This is an optimization exercise on Yosys and OpenROAD, whose aim is small area, a short achievable clock period and few clock cycles, not a production implementation. The RTL was checked by simulation tests, not by an equivalence proof against the original design. Power and IR drop assume default switching activity.

`flow/flow/run.sh`:
```
#!/bin/bash
# Standard layout with a small buffer on every port; the timing repairs aim
# for extra setup slack on the worst paths; a smaller clock tree without
# dummy loads.
set -euo pipefail
export BUFFER_PORTS_ARGS="-buffer_cell sky130_fd_sc_hd__buf_1"
export SETUP_SLACK_MARGIN=12.5
export TNS_END_PERCENT=100
export CTS_ARGS="-sink_clustering_enable -repair_clock_nets -dont_use_dummy_load -sink_clustering_size 30 -buf_list sky130_fd_sc_hd__clkbuf_8"
bash standard.sh > standard.log 2>&1
```
`flow/standard.sh`:
```
#!/bin/bash
# synth_recipe.tcl (not shown) runs the flow's synth.tcl, then flattens the netlist and writes it again
# the make line also repeats each setting of config.mk as NAME=value (left out here)
make -C /OpenROAD-flow-scripts/flow DESIGN_CONFIG=/design/flow/config.mk WORK_HOME=/design/flow/orfs CLKGATE_MAP_FILE= SYNTH_SCRIPT=/design/flow/synth_recipe.tcl "${@:-finish}"
```
`flow/config.mk`:
```
export PLATFORM = sky130hd
export DESIGN_NAME = trimuldiv
export DESIGN_NICKNAME = trimuldiv
export VERILOG_FILES = /design/flow/design.v
export SDC_FILE = /design/flow/constraint.sdc
export NUM_CORES = 4
export LEC_CHECK = 0
export ABC_AREA = 1
export CAP_MARGIN = 20
export CORE_MARGIN = 2
export CORE_UTILIZATION = 65
export SLEW_MARGIN = 20
```
`flow/constraint.sdc`:
```
create_clock -name core_clock -period 17.0 [get_ports {clk}]
set_input_delay 3.4000 -clock core_clock [delete_from_list [all_inputs] [get_ports {clk}]]
set_output_delay 3.4000 -clock core_clock [all_outputs]
set_load 0.01 [all_outputs]
```
`flow/design.v`:
```
function tp_(input [1:0] t); tp_ = t[0] & !t[1]; endfunction
function tn_(input [1:0] t); tn_ = t[1]; endfunction
function tz_(input [1:0] t); tz_ = !t[0]; endfunction
function [3:0] tfa(input [1:0] a, input [1:0] b, input cp, input ge);
	reg w2, w1, w0, wm1, wm2, c1, c0, cm, sp, sn, cpo, geo;
	begin
		w2 = tp_(a) & tp_(b);
		wm2 = tn_(a) & tn_(b);
		w1 = (tp_(a) & tz_(b)) | (tz_(a) & tp_(b));
		wm1 = (tn_(a) & tz_(b)) | (tz_(a) & tn_(b));
		w0 = !(w2 | wm2 | w1 | wm1);
		c1 = cp;
		c0 = ge & !cp;
		cm = !ge;
		sp = (w1 & c0) | (w0 & c1) | (w2 & cm) | (wm2 & c0) | (wm1 & cm);
		sn = (wm1 & c0) | (w0 & cm) | (wm2 & c1) | (w2 & c0) | (w1 & c1);
		cpo = (w2 & ge) | (w1 & cp);
		geo = !((wm2 & !cp) | (wm1 & !ge));
		tfa = {cpo, geo, sn, sp | sn};
	end
endfunction
`timescale 1ps / 1ps
`default_nettype none
module trisign #(parameter N = 9) (
	input wire [N-1:0] p,
	input wire [N-1:0] n,
	output wire pos,
	output wire neg
);
generate
	if (N == 1) begin : leaf
		assign pos = p[0];
		assign neg = n[0];
	end else begin : node
		localparam NL = N / 2;
		wire lp, ln, hp, hn;
		trisign #(.N(NL)) lo(.p(p[NL-1:0]), .n(n[NL-1:0]), .pos(lp), .neg(ln));
		trisign #(.N(N-NL)) hi(.p(p[N-1:NL]), .n(n[N-1:NL]), .pos(hp), .neg(hn));
		assign pos = hp | (!hn & lp);
		assign neg = hn | (!hp & ln);
	end
endgenerate
endmodule
`timescale 1ps / 1ps
`default_nettype none
module trimuldiv (
	input wire clk,
	input wire rst,
	input wire mul_start,
	input wire div_start,
	input wire [17:0] lhs,
	input wire [17:0] rhs,
	output wire mul_done,
	output wire [17:0] mul_res,
	output wire signed [1:0] mul_sf,
	output wire div_done,
	output wire div_by0,
	output wire [17:0] div_quo,
	output wire signed [1:0] div_quo_sf,
	output wire [17:0] div_rem,
	output wire signed [1:0] div_rem_sf
);
function tp_(input [1:0] t); tp_ = t[0] & !t[1]; endfunction
function tn_(input [1:0] t); tn_ = t[1]; endfunction
function tz_(input [1:0] t); tz_ = !t[0]; endfunction
function [3:0] tfa(input [1:0] a, input [1:0] b, input cp, input ge);
	reg w2, w1, w0, wm1, wm2, c1, c0, cm, sp, sn, cpo, geo;
	begin
		w2 = tp_(a) & tp_(b);
		wm2 = tn_(a) & tn_(b);
		w1 = (tp_(a) & tz_(b)) | (tz_(a) & tp_(b));
		wm1 = (tn_(a) & tz_(b)) | (tz_(a) & tn_(b));
		w0 = !(w2 | wm2 | w1 | wm1);
		c1 = cp;
		c0 = ge & !cp;
		cm = !ge;
		sp = (w1 & c0) | (w0 & c1) | (w2 & cm) | (wm2 & c0) | (wm1 & cm);
		sn = (wm1 & c0) | (w0 & cm) | (wm2 & c1) | (w2 & c0) | (w1 & c1);
		cpo = (w2 & ge) | (w1 & cp);
		geo = !((wm2 & !cp) | (wm1 & !ge));
		tfa = {cpo, geo, sn, sp | sn};
	end
endfunction
integer i;
reg [17:0] R;
reg [17:0] Q;
reg [17:0] D;
reg [3:0] cnt;
reg busy;
reg isdiv;
reg dm, dd;
reg dz;		 
reg first;	 
reg [1:0] S;	 
reg ng;		 
reg [1:0] QS;	 
reg [1:0] MS;	 
wire [1:0] qtop = Q[17:16];
wire tp = isdiv & tp_(qtop);
wire tn = isdiv & tn_(qtop);
wire [17:0] R1 = {R[15:0], tn, tp | tn};
wire [17:0] Q1 = {Q[15:0], 2'b00};
wire s_pos = tp_(S);
wire s_neg = tn_(S);
reg [8:0] q1p, q1n;
always @* begin
	for (i = 0; i < 9; i = i + 1) begin
		q1p[i] = tp_(Q1[2*i+:2]);
		q1n[i] = tn_(Q1[2*i+:2]);
	end
end
reg [8:0] dp, dn;
always @* begin
	for (i = 0; i < 9; i = i + 1) begin
		dp[i] = tp_(D[2*i+:2]);
		dn[i] = tn_(D[2*i+:2]);
	end
end
wire d_pos, d_neg;
trisign sgn_d(.p(dp), .n(dn), .pos(d_pos), .neg(d_neg));
wire q1_pos, q1_neg;
trisign sgn_q1(.p(q1p), .n(q1n), .pos(q1_pos), .neg(q1_neg));
reg [17:0] N;
always @* begin
	for (i = 0; i < 9; i = i + 1)
		N[2*i+:2] = {D[2*i+1] ^ (ng & D[2*i]), D[2*i]};
end
reg [17:0] L;
reg cp, ge;
reg [3:0] fa;
always @* begin
	cp = 0;
	ge = 1;
	for (i = 0; i < 9; i = i + 1) begin
		fa = tfa(R1[2*i+:2], N[2*i+:2], cp, ge);
		L[2*i+:2] = fa[1:0];
		cp = fa[3];
		ge = fa[2];
	end
end
reg [8:0] lp, ln, wp, wn;
always @* begin
	for (i = 0; i < 9; i = i + 1) begin
		lp[i] = tp_(L[2*i+:2]);
		ln[i] = tn_(L[2*i+:2]);
		wp[i] = (tp_(R1[2*i+:2]) & !ln[i]) | (lp[i] & !tn_(R1[2*i+:2]));
		wn[i] = (tn_(R1[2*i+:2]) & !lp[i]) | (ln[i] & !tp_(R1[2*i+:2]));
	end
end
wire l_pos, l_neg, w_pos, w_neg;
trisign sgn_l(.p(lp), .n(ln), .pos(l_pos), .neg(l_neg));
trisign sgn_w(.p(wp), .n(wn), .pos(w_pos), .neg(w_neg));
wire w_zero = !w_pos && !w_neg;
wire c_pos = s_pos & !first;
wire c_neg = s_neg & !first;
wire choose_div = (w_pos && c_pos) || (w_neg && c_neg)
	|| (w_zero && ((q1_pos && c_pos) || (q1_neg && c_neg)));
wire choose = isdiv ? choose_div : qtop[0];
wire qt_nz = isdiv && choose_div;
wire [1:0] qtrit_n = {qt_nz & !ng, qt_nz};
wire fd = first & isdiv;
wire ftp = tp_(qtop);
wire ftn = tn_(qtop);
wire d_hi0 = !(D[16] | D[14] | D[12] | D[10] | D[8] | D[6] | D[4]);
wire d_is1 = d_hi0 & !D[2] & D[0];
wire d_is2 = d_hi0 & D[2] & D[0] & (D[3] ^ D[1]);
wire f_tie = (q1_pos & ftp) | (q1_neg & ftn);
wire f_ch = (ftp | ftn) & (d_is1 | (d_is2 & f_tie));
wire [1:0] f_r0 = f_ch ? (d_is2 ? {ftp, 1'b1} : 2'b00) : qtop;
wire [1:0] f_qtrit = {f_ch & ((ftp & d_neg) | (ftn & d_pos)), f_ch};
wire [1:0] qtrit = fd ? f_qtrit : qtrit_n;
reg [9:0] dsuf;	 
reg r_tiny;
always @* begin
	dsuf[9] = 0;
	for (i = 8; i >= 0; i = i - 1)
		dsuf[i] = dsuf[i+1] | D[2*i];
	r_tiny = dsuf[4];
	for (i = 0; i < 9; i = i + 1)
		r_tiny = r_tiny & (!R[2*i] | (i + 5 <= 8 ? dsuf[(i + 5 <= 8) ? i + 5 : 9] : 1'b0));
end
wire skip3 = cnt > 1 && (isdiv ? r_tiny : (!Q[16] && !Q[14] && !Q[12]));
wire last = cnt == 0 || (skip3 && cnt == 2);
wire [1:0] t_next = skip3 ? Q[11:10] : Q[15:14];
wire [17:0] R_sh3 = {R[11:0], isdiv ? Q[17:12] : 6'b0};
wire [17:0] R_alt = skip3 ? R_sh3 : fd ? {16'b0, f_r0} : R1;
wire [17:0] R_next = choose ? L : R_alt;
wire [17:0] Q_next = skip3 ? {Q[11:0], 6'b0} : {Q[15:0], qtrit};
wire tx = isdiv && !last;
wire txp = tx & tp_(t_next);
wire txn = tx & tn_(t_next);
wire sa_pos = l_pos | (!l_neg & txp);	 
wire sa_neg = l_neg | (!l_pos & txn);
wire sb_pos = s_pos | (!s_neg & txp);	 
wire sb_neg = s_neg | (!s_pos & txn);
wire sf_pos = tp_(f_r0) | (!tn_(f_r0) & txp);	 
wire sf_neg = tn_(f_r0) | (!tp_(f_r0) & txn);
wire k1_pos = s_pos | (!s_neg & isdiv & tp_(Q[15:14]));
wire k1_neg = s_neg | (!s_pos & isdiv & tn_(Q[15:14]));
wire k_pos = k1_pos | (!k1_neg & isdiv & tp_(Q[13:12]));	 
wire k_neg = k1_neg | (!k1_pos & isdiv & tn_(Q[13:12]));
wire sk_pos = k_pos | (!k_neg & txp);	 
wire sk_neg = k_neg | (!k_pos & txn);
wire so_pos = skip3 ? sk_pos : fd ? sf_pos : sb_pos;
wire so_neg = skip3 ? sk_neg : fd ? sf_neg : sb_neg;
wire sn_pos = choose ? sa_pos : so_pos;
wire sn_neg = choose ? sa_neg : so_neg;
wire ng_a = sa_pos ^ d_neg;
wire ng_o = so_pos ^ d_neg;
wire ng_next = isdiv ? (choose_div ? ng_a : ng_o) : t_next[1];
wire start = mul_start | div_start;
always @(posedge clk) begin
	if (busy) begin
		R <= R_next;
		Q <= Q_next;
		S <= {sn_neg, sn_pos | sn_neg};
		ng <= ng_next;
		if (!QS[0])
			QS <= qtrit;
		if (!MS[0])
			MS <= {(tp_(qtop) & d_neg) | (tn_(qtop) & d_pos),
				(tp_(qtop) & d_pos) | (tn_(qtop) & d_neg) | (tp_(qtop) & d_neg) | (tn_(qtop) & d_pos)};
		cnt <= cnt - (skip3 ? 4'd3 : 4'd1);
	end else begin
		R <= 0;
		Q <= lhs;
		D <= rhs;
		S <= div_start ? lhs[17:16] : 2'b00;
		ng <= lhs[17];
		QS <= 0;
		MS <= 0;
		isdiv <= div_start;
		cnt <= 8;
	end
	dz <= !d_pos & !d_neg;
	first <= !busy;
	if (rst) begin
		busy <= 0;
		dm <= 0;
		dd <= 0;
	end else begin
		busy <= busy ? !last : start;
		dm <= busy && last && !isdiv;
		dd <= busy && last && isdiv;
	end
end
assign mul_done = dm;
assign mul_res = R;
assign mul_sf = MS;
assign div_done = dd;
assign div_by0 = dz;
assign div_quo = Q;
assign div_rem = R;
assign div_quo_sf = QS;
assign div_rem_sf = S;
endmodule
```
==> run summary <==
-- power groups by stage --
stage                     Combinational [W]  Sequential, W  Clock, W
after floorplan                    0.000652       0.000288         0
after global placement             0.000793       0.000296         0
after detailed placement           0.000809       0.000298         0
after CTS                          0.000815       0.000295  0.000105
after global routing               0.000943       0.000304  0.000111
final                              0.000839       0.000297  0.000106
-- routing by layer --
| layer | GRT usage, % | routed length (um) | vias to the layer above |
|---|---|---|---|
| li1 | - | - | 2895 |
| met1 | 42.9 | 6400 | 2639 |
| met2 | 56.7 | 7220 | 292 |
| met3 | 5.93 | 1300 | 35 |
| met4 | 12.4 | 414 | 0 |
| met5 | 0 | 0 | - |
-- cells in the final DEF (no fill, tap or decap), types with 3 or more instances in the layout --
cell type,synthesis,routed
nand3_2,6,6
nand4_1,3,3
o22ai_1,18,18
buf_1,2,102
a22oi_1,4,4
nand2_4,8,8
o21ai_0,108,108
nor3_1,9,9
o21ai_1,3,3
nand3_1,54,54
buf_4,29,7
a21oi_1,29,29
inv_2,13,13
dfxtp_1,52,50
o31ai_1,6,6
edfxtp_1,19,19
clkbuf_8,0,9
inv_1,126,125
o311ai_0,3,3
nor2_2,8,9
nand2_2,37,38
o21bai_1,4,4
nand2_1,153,152
nor2_1,107,106
a31oi_1,7,7
o211ai_1,4,4
-- what timing repair did --
action	4_1_cts	5_1_grt
gates resized for setup	1	5
setup buffers	0	4
endpoints found under the setup margin	2	25
endpoints found under the hold margin	0	0
cloned	0	1
-- path summary, 6_finish.rpt --
| kind | from | to | slack, ns | depth (start not counted) |
|---|---|---|---|---|
| worst max-delay path | R[2] | mul_res[2] | 12.52 | 1 |
| worst min-delay path | cnt[0] | cnt[0] | 0.46 | 1 |
| worst max register to register | D[14] | ng | 12.83 | 19 |
| worst min register to register | cnt[0] | cnt[0] | 0.46 | 1 |
-- through the flow --
stage	cell area (um^2)	instances	hold WS, ns	utilization [%]	setup WS, ns
final	5840	1028	0.455	71.5	12.52
after CTS	5780	1023	0.460	70.8	12.55
after global routing	5840	1028	0.484	71.5	12.46
after floorplan	5440	853	0.414	-	12.94
after detailed placement	5660	1014	0.451	69.2	12.67
after global placement	5660	1014	0.433	69.2	12.74
-- registers in the layout (all words and copies together), names as in the netlist, 2 cells and up --
register and cells:
D 18, Q 18, R 18, cnt 4, MS 2, QS 2
S 2
-- logic make-up (layout without fill, tap and decap cells) --
family          Yosys count  in the layout  share of synthesized area [%]
simple gates            387            388                           32.3
compound gates          202            202                           21.5
buf+inv                 188            257                           15.5
flops                    71             71                           29.6
xor+xnor                  3              3                          0.483
fa+ha+maj                 2              2                          0.598
-- area by class of cell --
type | count | area, um^2 | share of cell area [%]
clock buffer | 9 | 124 | 2.12
tap | 105 | 131 | 2.25
sequential | 71 | 1620 | 27.7
multi-input combinational | 595 | 3010 | 51.6
timing repair buffer | 109 | 435 | 7.45
inverter | 139 | 522 | 8.93
==> reports/metrics.csv <==
metric,value,unit
"count leader, synth",nand2_1,
syn_nets,895,
maximum vdd drop,105,uV
"Distinct cells, synth",48,
Via-to-Cell Ratio,5.70,
site row count,33,
area grow syn2layout,7.33,%
GR Overflow Total,0,
synth cell count leaders,"153 x nand2_1, 126 x inv_1, 108 x o21ai_0",
Crit Path Max Fanout,8,
Final Skew,0.0320,ns
"Avg Cell Area, Syn",6.38,um^2
Initial Util,66.6,%
hpwl dp,11800,um
Crit Path Class,register to output port,
Post-synth EDFFs,19,
share of cells above drive strength 1,10.5,%
CP max stage cell,dfxtp_1,
vias in the first global route,5207,
Post-Syn Area,5440,um^2
setup TNS,0,ns
Residual DRC,0,
Fillers,740,
sequential power share,23.9,%
P_int,0.000541,W
post-route ant nets,0,
final WL,15300,um
Sw Ratio,56.4,%
leading area contributor after synthesis,dfxtp_1,
synthesized instance count,853,
die width,95.5,um
# setup viols final,0,
Critical path buffers and inverters,1,
"CP delay by family, top",flip-flops,
core region area,8180,um^2
startpoint types,register,
unrepaired setup endpoints after global routing,yes,
number of synthesized register bits,71,
minimum clock period,4.48,ns
final worst-path cycle share,26.3,%
max-slew violations,0,
post-synth top area share,19.1,%
die height,95.5,um
H-tree depth,3,
via count,5861,
Fin. Hold Viols,0,
predominant post-synthesis flop cell,dfxtp_1,
Crit. End Element,output port,
largest cells by area after synthesis,"dfxtp_1 19%, nand2_1 11%, edfxtp_1 10%, o21ai_0 9.9%, inv_1 8.7%",
Synth async-reset ratio,0,%
max-cap violations,0,
Max stage delay on crit path,0.54,ns
Max Buffers Root-to-Sink,2,
drt initial violations,430,
antenna violations before repair,0,
TritonCTS clock tree,built,
worst min-delay path class,register to register,
first-pass GRT wire length,23900,um
Avg WL per Cell,14.9,um
"Clk Latency, worst-skew pair",0.36,ns
clock sink count,71,
status,finished clean,
Psw,0.000701,W
CTS buffer count,9,
Tot Pwr,0.00124,W
Max-Slew Margin vs Limit,43.0,%
Fmax achieved,0.223,GHz
Synth Warn #,1,
CTS Hold Bufs,0,
Port Buffers,102,
worst-path cell chain,buf_1,
share of the yosys chip area belonging to registers,29.6,%
"Arr. time, crit path",1.08,ns
Global Route Usage Sum,33.6,%
slew at the pin closest to its max-slew limit,0.849,ns
Worst-path clk slew,0.07,ns
Nets,967,
pin count of the biggest net entering global routing,37,
Worst EP required,13.60,ns
GPL Wtd Cong,1.07,
die area,9120,um^2
leakage power,2.76,nW
CTS root buffer,clkbuf_8,
diode count,0,
PwrDens,213,nW/um^2
Clk pwr share,8.5,%
drt pass-1 iters,8,
IO Pins,103,
Gate power share,67.6,%
Testbench counts, summed over its fixed seeds: cycles 27,762.

## port drivers added, routing unchanged
The flow's constraints put no driver on any port. The routed layout listed below was extracted and timed again, unchanged, in two steps.
Step 1 (the two cells are an assumption about what drives the block):
set clk [get_ports {clk}]
set_driving_cell -lib_cell sky130_fd_sc_hd__clkbuf_16 $clk
set_driving_cell -lib_cell sky130_fd_sc_hd__buf_2 [delete_from_list [all_inputs] $clk]
Step 2 times the ports against the registers' clock, not the clock port: input delays grow and output delays shrink by t, the midpoint of the rising clock arrivals with the driver on.
a / b / c = ideal / step 1 / step 2; a / b = the first two.
t (ns): 0.376
setup WS [ns]: 12.521 / 12.487 / 12.830
worst hold slack (ns): 0.455 / 0.455 / 0.455
slew at the worst register clock pin (ns): 0.09 / 0.09
pins driven straight from the clock port: 1
After both steps setup and hold are still met in this run. The setup slack of this run moves by -0.034 ns with the drivers and by +0.309 ns with both steps.
